Context: an optimization exercise on an open-source flow, tuned for small area. The choices shown serve that exercise and are no tape-out recipe.
No functional check of the RTL was part of any run shown here.
Power figures rest on the tool's default switching activity, not on a simulated workload.

==> design/flow/design.v <==
module exponent_subtractor(input [7:0] first_ex, input [7:0] second_ex, output [7:0] max_ex, output [7:0] ex_subtract, output p_is_greater);
    assign max_ex = first_ex > second_ex ? first_ex : second_ex;
    assign ex_subtract = first_ex > second_ex ? first_ex - second_ex : second_ex - first_ex;
    assign p_is_greater = first_ex > second_ex;
endmodule
module add_leading_one(input [22:0] my_number, output reg [23:0] result);
  always @(*) begin
    result = {1'b1, my_number};  
  end
endmodule
module mantissa_selector(input [22:0] first_man, input [22:0] second_man, input p_is_greater, output [23:0] min_man, output [23:0] max_man);
    wire [23:0] first, second;
    add_leading_one f(first_man, first);
    add_leading_one s(second_man, second);
    assign max_man = p_is_greater ? first : second;
    assign min_man = p_is_greater ? second : first;
endmodule
module right_shifter(input [23:0] num, input [7:0] amount, output [23:0] shifter_out);
    assign shifter_out = num >> amount;
endmodule
module dff_23bit(input clk, input rst, input [22:0] d, output reg [22:0] out);
    always @(posedge clk) begin
        if (rst) begin
            out <= 0;
        end else begin
            out <= d;
        end
    end
endmodule
module dff_24bit(input clk, input rst, input [23:0] d, output reg [23:0] out);
    always @(posedge clk) begin
        if (rst) begin
            out <= 0;
        end else begin
            out <= d;
        end
    end
endmodule
module dff_8bit(input clk, input rst, input [7:0] d, output reg [7:0] out);
    always @(posedge clk) begin
        if (rst) begin
            out <= 0;
        end else begin
            out <= d;
        end
    end
endmodule
module dff_1bit(input clk, input rst, input d, output reg out);
    always @(posedge clk) begin
        if (rst) begin
            out <= 0;
        end else begin
            out <= d;
        end
    end
endmodule
module first_stage(
    input clk,
    input rst,
    input [22:0] a,
    input [7:0] p,
    input [22:0] b,
    input [7:0] q,
    output [7:0] max_exponent_out,
    output [23:0] max_mantissa_out,
    output [23:0] shifted_mantissa_out
);
    wire [7:0] exponent_subtract;
    wire p_is_greater;
    wire [7:0] max_exponent;
    exponent_subtractor ex_sub(p, q, max_exponent, exponent_subtract, p_is_greater);
    wire [23:0] min_mantissa;
    wire [23:0] max_mantissa;
    mantissa_selector man_sel(a, b, p_is_greater, min_mantissa, max_mantissa);
    wire [23:0] shifted_mantissa;
    right_shifter shifter(min_mantissa, exponent_subtract, shifted_mantissa);
    dff_8bit max_ex(clk, rst, max_exponent, max_exponent_out);
    dff_24bit max_mnt(clk, rst, max_mantissa, max_mantissa_out);
    dff_24bit shift_mnt(clk, rst, shifted_mantissa, shifted_mantissa_out);
endmodule
module adder (
    input [23:0] a,
    input [23:0] b,
    input m,
    output reg [23:0] sum,
    output reg carry
);
    always @* begin
        {carry, sum} = m ? a - b : a + b;
    end
endmodule
module mantissa_adder(input [23:0] max_man, input [23:0] shifted_man, input m, output [23:0] man_sum, output carry);
    adder add(max_man, shifted_man, m, man_sum, carry);
endmodule
module second_stage(
    input clk,
    input rst,
    input [7:0] max_ex,
    input [23:0] max_man,
    input [23:0] shifted_man,
    input m,
    output [7:0] max_exponent_out,
    output [23:0] mantissa_sum_out,
    output carry_out
);
    wire [23:0] mantissa_sum;
    wire carry;
    mantissa_adder man_sum(max_man, shifted_man, m, mantissa_sum, carry);
    dff_8bit max_exponent(clk, rst, max_ex, max_exponent_out);
    dff_24bit sum_mantissa(clk, rst, mantissa_sum, mantissa_sum_out);
    dff_1bit carry_o(clk, rst, carry, carry_out);
endmodule
module leading_zero_counter(input [23:0] num, output [7:0] count);
    assign count = (num[23] == 1) ? 0 :
                (num[22] == 1) ? 1 :
                (num[21] == 1) ? 2 :
                (num[20] == 1) ? 3 :
                (num[19] == 1) ? 4 :
                (num[18] == 1) ? 5 :
                (num[17] == 1) ? 6 :
                (num[16] == 1) ? 7 :
                (num[15] == 1) ? 8 :
                (num[14] == 1) ? 9 :
                (num[13] == 1) ? 10 :
                (num[12] == 1) ? 11 :
                (num[11] == 1) ? 12 :
                (num[10] == 1) ? 13 :
                (num[9] == 1) ? 14 :
                (num[8] == 1) ? 15 :
                (num[7] == 1) ? 16 :
                (num[6] == 1) ? 17 :
                (num[5] == 1) ? 18 :
                (num[4] == 1) ? 19 :
                (num[3] == 1) ? 20 :
                (num[2] == 1) ? 21 :
                (num[1] == 1) ? 22 :
                (num[0] == 1) ? 23 : 24;
endmodule
module left_shifter(input [23:0] num, input [7:0] amount, output [23:0] shifter_out);
    assign shifter_out = num << amount;
endmodule
module get_one(output [7:0] out);
    assign out = 8'b00000001;
endmodule
module third_stage(
    input clk,
    input rst,
    input [7:0] max_exponent,
    input [23:0] mantissa_sum,
    input carry,
    output [7:0] max_exponent_out,
    output [7:0] shift_count_out,
    output [23:0] shifted_mantissa_sum_out
);
    wire [7:0] count_of_zero;
    leading_zero_counter lzc(mantissa_sum, count_of_zero);
    wire [7:0] shift_count;
    wire [7:0] one;
    get_one o(one);
    assign shift_count = carry ? one : count_of_zero;
    wire [23:0] shifted_mantissa_sum;
    left_shifter shifter(mantissa_sum, shift_count, shifted_mantissa_sum);
    dff_8bit max_exp(clk, rst, max_exponent, max_exponent_out);
    dff_8bit count_zero(clk, rst, shift_count, shift_count_out);
    dff_24bit shift_mnt_sum(clk, rst, shifted_mantissa_sum, shifted_mantissa_sum_out);
endmodule
module exponent_adder(input [7:0] first_ex, input [7:0] second_ex, input carry, output [7:0] ex_sum);
    assign ex_sum = carry ? first_ex + second_ex : first_ex - second_ex;
endmodule
module number_modifier (
    input [23:0] inputNumber,
    output [22:0] outputNumber
);
    assign outputNumber = inputNumber[22:0];
endmodule
module fourth_stage(
    input clk,
    input rst,
    input [7:0] max_exponent,
    input [7:0] shift_amount,
    input [23:0] shifted_mantissa_sum,
    input carry,
    output [7:0] exponent_sum_out,
    output [22:0] shifted_mantissa_sum_out
);
    wire [7:0] exponent_sum;
    exponent_adder ex_sum(max_exponent, shift_amount, carry, exponent_sum);
    wire [22:0] bit_22_sum;
    number_modifier out(shifted_mantissa_sum, bit_22_sum);
    dff_8bit max_exp(clk, rst, exponent_sum, exponent_sum_out);
    dff_23bit shift_mnt_sum(clk, rst, bit_22_sum, shifted_mantissa_sum_out);
endmodule
module twos_complement (
    input signed [22:0] num,
    output signed [22:0] twos_comp
);
    wire [23:0] inverted_num;
    assign inverted_num = ~num;
    assign twos_comp = inverted_num + 1;
endmodule
module pipeline(
    input clk,
    input rst,
    input [22:0] a,
    input [7:0] p,
    input [22:0] b,
    input [7:0] q,
    input m,
    output [7:0] final_exponent,
    output [22:0] normal_mantissa_sum
);
    wire [7:0] max_ex1;
    wire [7:0] max_ex2;
    wire [7:0] max_ex3;
    wire [23:0] max_man;
    wire [23:0] shifted_man;
    wire [23:0] mantissa_sum;
    wire [7:0] shift_amount;
    wire [23:0] shifted_mantissa_sum;
    wire [22:0] a_dff;
    dff_23bit dffa(clk, rst, a, a_dff);
    wire [7:0] p_dff;
    dff_8bit dffp(clk, rst, p, p_dff);
    wire [22:0] b_dff, b_temp, b_comp;
    twos_complement twos_comp(b, b_comp);
    assign b_temp = m ? b_comp : b;
    dff_23bit dffb(clk, rst, b_temp, b_dff);
    wire [7:0] q_dff;
    dff_8bit dffq(clk, rst, q, q_dff);
    wire carry;
    first_stage s1(clk, rst, a_dff, p_dff, b_dff, q_dff, max_ex1, max_man, shifted_man);
    second_stage s2(clk, rst, max_ex1, max_man, shifted_man, m, max_ex2, mantissa_sum, carry);
    third_stage s3(clk, rst, max_ex2, mantissa_sum, carry, max_ex3, shift_amount, shifted_mantissa_sum);
    fourth_stage s4(clk, rst, max_ex3, shift_amount, shifted_mantissa_sum, carry, final_exponent, normal_mantissa_sum);
endmodule
==> design/flow/run.sh <==
#!/bin/bash
# synth_recipe.tcl (not shown) runs the flow's synth.tcl, then flattens the netlist and writes it again
# the make line also repeats each setting of config.mk as NAME=value (left out here)
make -C /OpenROAD-flow-scripts/flow DESIGN_CONFIG=/design/flow/config.mk WORK_HOME=/design/flow/orfs CLKGATE_MAP_FILE= SYNTH_SCRIPT=/design/flow/synth_recipe.tcl finish
==> design/flow/config.mk <==
export PLATFORM = sky130hd
export DESIGN_NAME = pipeline
export DESIGN_NICKNAME = pipeline
export VERILOG_FILES = /design/flow/design.v
export SDC_FILE = /design/flow/constraint.sdc
export NUM_CORES = 4
export LEC_CHECK = 0
export CAP_MARGIN = 20
export CORE_MARGIN = 2
export CORE_UTILIZATION = 40
export SLEW_MARGIN = 20
==> design/flow/constraint.sdc <==
create_clock -name core_clock -period 4.0 [get_ports {clk}]
set_input_delay 0.8000 -clock core_clock [delete_from_list [all_inputs] [get_ports {clk}]]
set_output_delay 0.8000 -clock core_clock [all_outputs]
set_load 0.01 [all_outputs]
==> results.json, run 1 <==
{
  "run_status": "complete, no violations",
  "placed_cells": 1832,
  "die_x_um": 175,
  "num_rows": 62,
  "fin_nets": 1593,
  "dp_hpwl_mm": 21.8,
  "cts.clk_slew.worst_paths_ns": 0.06,
  "clock_sink_count": 218,
  "gp_congestion": 0.990,
  "die-height_um": 175,
  "drive_gt1_share_pct": 12.7,
  "die-area_sq_um": 30500,
  "first_iter_violations": 559,
  "ant_nets": 0,
  "synthCells": 1326,
  "ioPinCount": 96,
  "avgRoutedWirePerCell_um": 14.9,
  "grt_max_degree": 84,
  "cap_violations": 0,
  "vias": 9650,
  "end_kind": "flip-flop",
  "path_delay_family": "compound AO/OA/AOI/OAI gates",
  "clk_latency_ns": 0.52,
  "crit_arrival_ns": 4.05,
  "cts_inserted_buffers": 25,
  "synth.distinct_cells": 77,
  "grt-ovfl-total": 0,
  "coreArea_sq_um": 28700,
  "clk_path_buf_depth": 3,
  "postCtsSetupBuffers": 0,
  "cp.required_ns": 4.40,
  "period_needed_ns": 3.65,
  "crit_chain": "clkdlybuf4s50_1 > buf_4 > mux2i_1 > ha_1 > nor2b_1 > o21ai_0 > a21boi_0 > o311ai_0 > buf_4 > a31oi_1 > o31a_1 > o211ai_1 > o21ai_0 > mux2_2",
  "via_per_inst": 5.15,
  "p_leak_nw": 5.69,
  "slowest_delay_ns": 0.46,
  "htreeDepth": 1,
  "finalSetupViolCount": 0,
  "layout_commonest_cell": "dfxtp_1",
  "p_per_area_nw_per_um2": 679,
  "ys.flop_type": "dfxtp_1",
  "max_freq_ghz": 0.274,
  "synth.net_count": 1444,
  "tightestPinTransition_ns": 0.710,
  "drc": 0,
  "fillers": 2749,
  "first_global_vias": 9258,
  "syn_avg_cell_area_sq_um": 8.79,
  "cts_tree": "yes",
  "clock_skew_ns": 0.0115,
  "cts_root_buf": "clkbuf_16",
  "synth_edf_count": 0,
  "start_kind": "input pin",
  "layout.cells.non_filler": 1875,
  "synthArstFlopShare_pct": 0,
  "cp_num_buf_inv": 3,
  "holdWs_ns": 0.430,
  "synth_top_area_share_pct": 37.4,
  "grt_usage_pct": 18.2,
  "setup_slack_ns": 0.346,
  "ys_seq_area_share_pct": 37.4,
  "hp-class": "flip-flop to flip-flop",
  "crit_slowest_cell": "clkdlybuf4s50_1",
  "synth.ff_latch_count": 218,
  "yosysWarnings": 6,
  "antenna_found_initial": 0,
  "synth_largest_area_cell": "dfxtp_1",
  "port_buffers": 95,
  "max_slew_margin_pct": 52.2,
  "fin_setup_tns_ns": 0,
  "finalMaxSlewViolations": 0,
  "critical_path.max_fanout": 3,
  "synth_area_leaders": "dfxtp_1 (37%), ha_1 (5.3%), nor2b_1 (5.0%)",
  "post-place-ws_ns": -0.224,
  "vdd_ir_drop_max_uv": 408,
  "most-common-layout-cells": "dfxtp_1 (218), nor2_1 (131), nand2_1 (131), nor2b_1 (94), clkdlybuf4s50_1 (94)",
  "area_growth_pct": 23.0,
  "firstDrtPassIters": 6,
  "worstSetupPathType": "input pin to flip-flop",
  "netlist_area_sq_um": 11700,
  "rsz0062_at_grt": "false",
  "period_share_pct": 91.4,
  "finalHoldViolCount": 0,
  "initial_utilization_pct": 40.6,
  "grt_pass1_wl_mm": 46.2,
  "finalPower_mw": 9.74,
  "antenna_cells": 0,
  "wl_mm": 27.8
}
kinds of logic (layout without fill, tap and decap cells):
kind of cell	Yosys count	count (layout)	synth area share, %
mux	87	87	9.92
compound gates	290	290	16.4
simple gates	484	484	19.9
xor+xnor	74	74	5.75
fa+ha+maj	53	53	5.94
buf+inv	120	285	4.60
flops	218	218	37.4
sequential cells by signal (all words and copies together) (netlist names):
name	count
dffa.out	23
dffb.out	23
dffp.out	8
dffq.out	8
s1.max_ex.out	8
s1.max_mnt.out	24
s1.shift_mnt.out	24
s2.carry_o.out	1
s2.max_exponent.out	8
s2.sum_mantissa.out	24
s3.count_zero.out	5
s3.max_exp.out	8
s3.shift_mnt_sum.out	23
s4.max_exp.out	8
s4.shift_mnt_sum.out	23
power by group:
part	internal (mW)	switching, mW	total (mW)
clock	1.42	0.869	2.29
sequential	2.51	0.235	2.74
combinational	2.09	2.62	4.71
total	6.02	3.72	9.74
through the flow:
stage                     utilization [%]  area (sq um)
after floorplan                         -         11700
after global placement               47.0         13500
after detailed placement             47.0         13500
after CTS                            49.9         14300
after global routing                 50.0         14300
final                                50.0         14300
what timing repair did:
item                                    CTS  global route
endpoints found under the setup margin    0             6
gates resized for setup                   0             4
hold buffers                              0             0
cells in the mapped netlist (all sizes together) (9+ instances only):
master    n
o21bai    9
o31ai    14
o22ai     9
buf      24
mux2i    59
inv      54
nor2b    94
clkbuf   42
a21o     12
o21ai    42
nor2    133
nand2   132
mux4     20
xnor2    42
a311oi   11
a211oi   25
nor4     16
a21oi    94
nor3     42
a31oi    18
xor2     32
ha       49
dfxtp   218
nand3    19
final cells by class:
cell class | count | area, sq um | area share (%)
well taps | 384 | 480 | 3.35
repair buffers | 188 | 1660 | 11.6
inverters | 54 | 203 | 1.41
clock inverters | 15 | 193 | 1.34
flip-flops and latches | 218 | 4360 | 30.4
multi-input cells | 988 | 6790 | 47.3
clock buffers | 28 | 647 | 4.51
final timing paths:
kind | startpoint | end | slack (ns) | cells past startpoint
setup / recovery | m | s2.sum_mantissa.out[23]$_SDFF_PP0_ | 0.35 | 14
hold / removal | s3.shift_mnt_sum.out[7]$_SDFF_PP0_ | s4.shift_mnt_sum.out[7]$_SDFF_PP0_ | 0.43 | 1
setup reg to reg | dffq.out[7]$_SDFF_PP0_ | s1.shift_mnt.out[4]$_SDFF_PP0_ | 0.37 | 12
hold reg to reg | s3.shift_mnt_sum.out[7]$_SDFF_PP0_ | s4.shift_mnt_sum.out[7]$_SDFF_PP0_ | 0.43 | 1
metal layers:
| layer | vias to the layer above | global-route usage [%] | wire, um |
|---|---|---|---|
| met3 | 61 | 2.46 | 1190 |
| met2 | 240 | 31.4 | 13100 |
| met4 | 0 | 7.29 | 1070 |
| li1 | 4975 | - | - |
| met1 | 4374 | 23.0 | 12500 |
| met5 | - | 0 | 0 |
==> run 2: changes to the inputs <==
--- a/design/flow/config.mk
+++ b/design/flow/config.mk
@@ -9,3 +9,4 @@
 export CORE_MARGIN = 2
 export CORE_UTILIZATION = 40
+export GPL_TIMING_DRIVEN = 0
 export SLEW_MARGIN = 20
==> run 2 against run 1 <==
Effect of this change: clock power increased by 4%; cell area fell by 2.3%; still clean; register-to-register slack got worse by 0.26 ns; highest routed layer unchanged; die area unchanged; worst hold slack better by 0.0042 ns.
==> results.json, run 2 <==
{
  "finalHoldViolCount": 0,
  "grt_pass1_wl_mm": 51.0,
  "synth.ff_latch_count": 218,
  "cap_violations": 0,
  "fin_nets": 1563,
  "crit_chain": "inv_1 > ha_1 > inv_1 > fa_1 > nand3_1 > a21boi_4 > o31ai_2 > buf_4 > mux2i_2 > xnor2_2 > o21ai_2 > buf_2 > nor3_1 > nand3_1 > a31oi_1",
  "crit_arrival_ns": 4.27,
  "num_rows": 62,
  "synth_most_common_cell": "dfxtp_1",
  "cp.required_ns": 4.38,
  "dp_hpwl_mm": 25.7,
  "htreeDepth": 1,
  "synth_top_area_share_pct": 37.4,
  "holdBufCountCts": 0,
  "layout_commonest_cell": "dfxtp_1",
  "hp-class": "flip-flop to flip-flop",
  "coreArea_sq_um": 28700,
  "clock_sink_count": 218,
  "comb_power_share_pct": 47.0,
  "most-common-layout-cells": "dfxtp_1 (218), nor2_1 (131), nand2_1 (131), nor2b_1 (94)",
  "min-delay-start": "s3.shift_mnt_sum.out[17]$_SDFF_PP0_",
  "die-height_um": 175,
  "fin_setup_tns_ns": 0,
  "path_delay_family": "compound AO/OA/AOI/OAI gates",
  "slowest_delay_ns": 0.44,
  "run_status": "complete, no violations",
  "power.internal_mw": 5.80,
  "vdd_ir_drop_max_uv": 368,
  "power.net_switching_mw": 3.86,
  "crit_slowest_cell": "fa_1",
  "firstDrtPassIters": 5,
  "ys_seq_area_share_pct": 37.4,
  "synth_largest_area_cell": "dfxtp_1",
  "cts_root_buf": "clkbuf_16",
  "synth_edf_count": 0,
  "clock_power_share_pct": 24.6,
  "vias": 9720,
  "avgRoutedWirePerCell_um": 17.3,
  "drc": 0,
  "max_slew_margin_pct": 33.4,
  "period_share_pct": 97.2,
  "yosysWarnings": 6,
  "ys_top_cells_by_count": "dfxtp_1 (218), nand2_1 (131), nor2_1 (131)",
  "finalPower_mw": 9.66,
  "synth.distinct_cells": 77,
  "end_kind": "flip-flop",
  "port_buffers": 93,
  "tightestPinTransition_ns": 0.994,
  "p_per_area_nw_per_um2": 689,
  "first_global_vias": 9727,
  "ant_nets": 0,
  "reg2reg_to": "s1.shift_mnt.out[2]$_SDFF_PP0_",
  "gp_congestion": 0.916,
  "clk_path_buf_depth": 3,
  "finalSetupViolCount": 0,
  "timing.reg2reg.setup_slack_ns": 0.11,
  "p_sw_share_pct": 39.9,
  "synthArstFlopShare_pct": 0,
  "initial_utilization_pct": 40.6,
  "area_growth_pct": 20.1,
  "rr_worst_depth": 15,
  "min_to": "s4.shift_mnt_sum.out[17]$_SDFF_PP0_",
  "r2r_start": "dffp.out[0]$_SDFF_PP0_",
  "cts_inserted_buffers": 24,
  "max_freq_ghz": 0.257,
  "synthCells": 1326,
  "die_x_um": 175,
  "die-area_sq_um": 30500,
  "synth.net_count": 1444,
  "finalMaxSlewViolations": 0,
  "clk_latency_ns": 0.53,
  "worstSetupPathType": "flip-flop to flip-flop",
  "syn_avg_cell_area_sq_um": 8.79,
  "grt-ovfl-total": 0,
  "drive_gt1_share_pct": 8.54,
  "ys.flop_type": "dfxtp_1",
  "rsz0062_at_grt": "false",
  "clock_skew_ns": 0.0181,
  "holdPathStages": 1,
  "wl_mm": 32.0,
  "top_regs": "s1.max_mnt.out (24), s1.shift_mnt.out (24), s2.sum_mantissa.out (24)",
  "postCtsSetupBuffers": 0,
  "cts.clk_slew.worst_paths_ns": 0.06,
  "antenna_cells": 0,
  "period_needed_ns": 3.89,
  "pwr-share-seq_pct": 28.4,
  "antenna_found_initial": 0,
  "via_per_inst": 5.26,
  "p_leak_nw": 5.43,
  "ioPinCount": 96,
  "cts_tree": "yes",
  "grt_usage_pct": 20.9,
  "first_iter_violations": 587,
  "start_kind": "flip-flop",
  "cp_num_buf_inv": 4,
  "synth_area_leaders": "dfxtp_1 (37%), ha_1 (5.3%), nor2b_1 (5.0%)",
  "netlist_area_sq_um": 11700,
  "grt_max_degree": 15,
  "critical_path.max_fanout": 10
}
## run 2: cell counts after synthesis
No cell type changed its count.
## run 2: power groups by stage
stage          combinational (mW)  clock [mW]  sequential (mW)
3_3_place_gp                 4.47           0             2.77
2_1_floorplan                3.26           0             2.74
5_1_grt                      5.01        2.54             2.78
4_1_cts                      4.50        2.44             2.73
6_report                     4.54        2.38             2.74
3_5_place_dp                 4.47           0             2.78
## run 2: how the worst max path moves through the flow
stage | end | from | cells past startpoint | slack, ns
after CTS | s2.sum_mantissa.out[23]$_SDFF_PP0_ | m | 13 | 0.01
final | s1.shift_mnt.out[2]$_SDFF_PP0_ | dffp.out[0]$_SDFF_PP0_ | 15 | 0.11
after detailed placement | s2.sum_mantissa.out[23]$_SDFF_PP0_ | m | 13 | -1.21
after global routing | s1.shift_mnt.out[2]$_SDFF_PP0_ | dffp.out[0]$_SDFF_PP0_ | 15 | 0.02
after global placement | s2.sum_mantissa.out[23]$_SDFF_PP0_ | m | 13 | -1.23
after floorplan | s2.sum_mantissa.out[21]$_SDFF_PP0_ | m | 13 | 0.06
## run 2: worst register-to-register path, cell delays in order, from the launching register on
cell and delay (ns):
dfxtp_1 0.32, inv_1 0.06, ha_1 0.17, inv_1 0.06
fa_1 0.44, nand3_1 0.19, a21boi_4 0.09, o31ai_2 0.28
buf_4 0.25, mux2i_2 0.33, xnor2_2 0.27, o21ai_2 0.21
buf_2 0.25, nor3_1 0.27, nand3_1 0.14, a31oi_1 0.42
## run 2: final cells by class
| class | count | area, sq um |
|---|---|---|
| Timing Repair Buffer | 93 | 931 |
| Tap cell | 384 | 480 |
| Buffer | 66 | 339 |
| Fill cell | 2801 | 14700 |
| Clock inverter | 14 | 191 |
| Sequential cell | 218 | 4360 |
| Clock buffer | 30 | 684 |
| Multi-Input combinational cell | 988 | 6810 |
| Inverter | 54 | 203 |
## run 2: through the flow
step / util, % / area (sq um) / instances / hold slack [ns] / setup WS (ns)
after floorplan: - / 11700 / 1326 / 0.414 / 0.0551
final: 48.8 / 14000 / 1847 / 0.434 / 0.111
after detailed placement: 45.5 / 13100 / 1803 / 0.422 / -1.21
after global routing: 48.8 / 14000 / 1847 / 0.448 / 0.0189
after CTS: 48.6 / 14000 / 1847 / 0.436 / 0.0129
after global placement: 45.5 / 13100 / 1803 / 0.416 / -1.23
## run 2: per-layer routing
layer  track usage (%)  vias up  routed length, um  part of all wire (%)
li1                  -     4908                  -                     -
met5                 0        -                  0                     0
met3              2.37       76               1230                   3.8
met2              38.2      272              15800                    49
met4              9.48        0               1380                   4.3
met1              24.4     4464              13600                    43
## run 2: timing repair
item                                    CTS  global route
endpoints found under the hold margin     0             0
endpoints found under the setup margin   11             8
cloned                                    0             0
gates resized for setup                   5            11
pin swaps                                 0             0
## run 2: kinds of logic (layout without fill, tap and decap cells)
| group | count (synthesis) | count (layout) | synth area share, % |
|---|---|---|---|
| AND/OR/NAND/NOR | 484 | 484 | 19.9 |
| AO/OA/AOI/OAI | 290 | 290 | 16.4 |
| flip-flops | 218 | 218 | 37.4 |
| buffers and inverters | 120 | 257 | 4.60 |
| multiplexers | 87 | 87 | 9.92 |
| XOR/XNOR | 74 | 74 | 5.75 |
| adder cells (fa/ha/maj) | 53 | 53 | 5.94 |

## static timing again, ports no longer ideal
The flow's constraints put no driver on any port. The routed layouts listed below were extracted and timed again, unchanged, in two steps.
Step 1 (the two cells are an assumption about what drives the block):
set clk [get_ports {clk}]
set_driving_cell -lib_cell sky130_fd_sc_hd__clkbuf_16 $clk
set_driving_cell -lib_cell sky130_fd_sc_hd__buf_2 [delete_from_list [all_inputs] $clk]
Step 2, shift: input delay + t, output delay - t, t = (earliest + latest rising clock arrival at the registers) / 2. This alone moves slack from input paths to output paths.
a / b / c = ideal / step 1 / step 2; a / b = the first two.
run	t, ns	setup WS [ns]	worst setup path at the end	cell pins on the clock port's net
run 1	0.554	0.346 / 0.368 / -0.186	input to register	1
run 2	0.567	0.111 / 0.111 / -0.281	input to register	1
With both steps, setup timing fails in run 1 and run 2, where it was met with ideal ports. For run 1, which loses most, drivers alone change the setup slack by +0.022 ns; drivers and shift together by -0.532 ns.
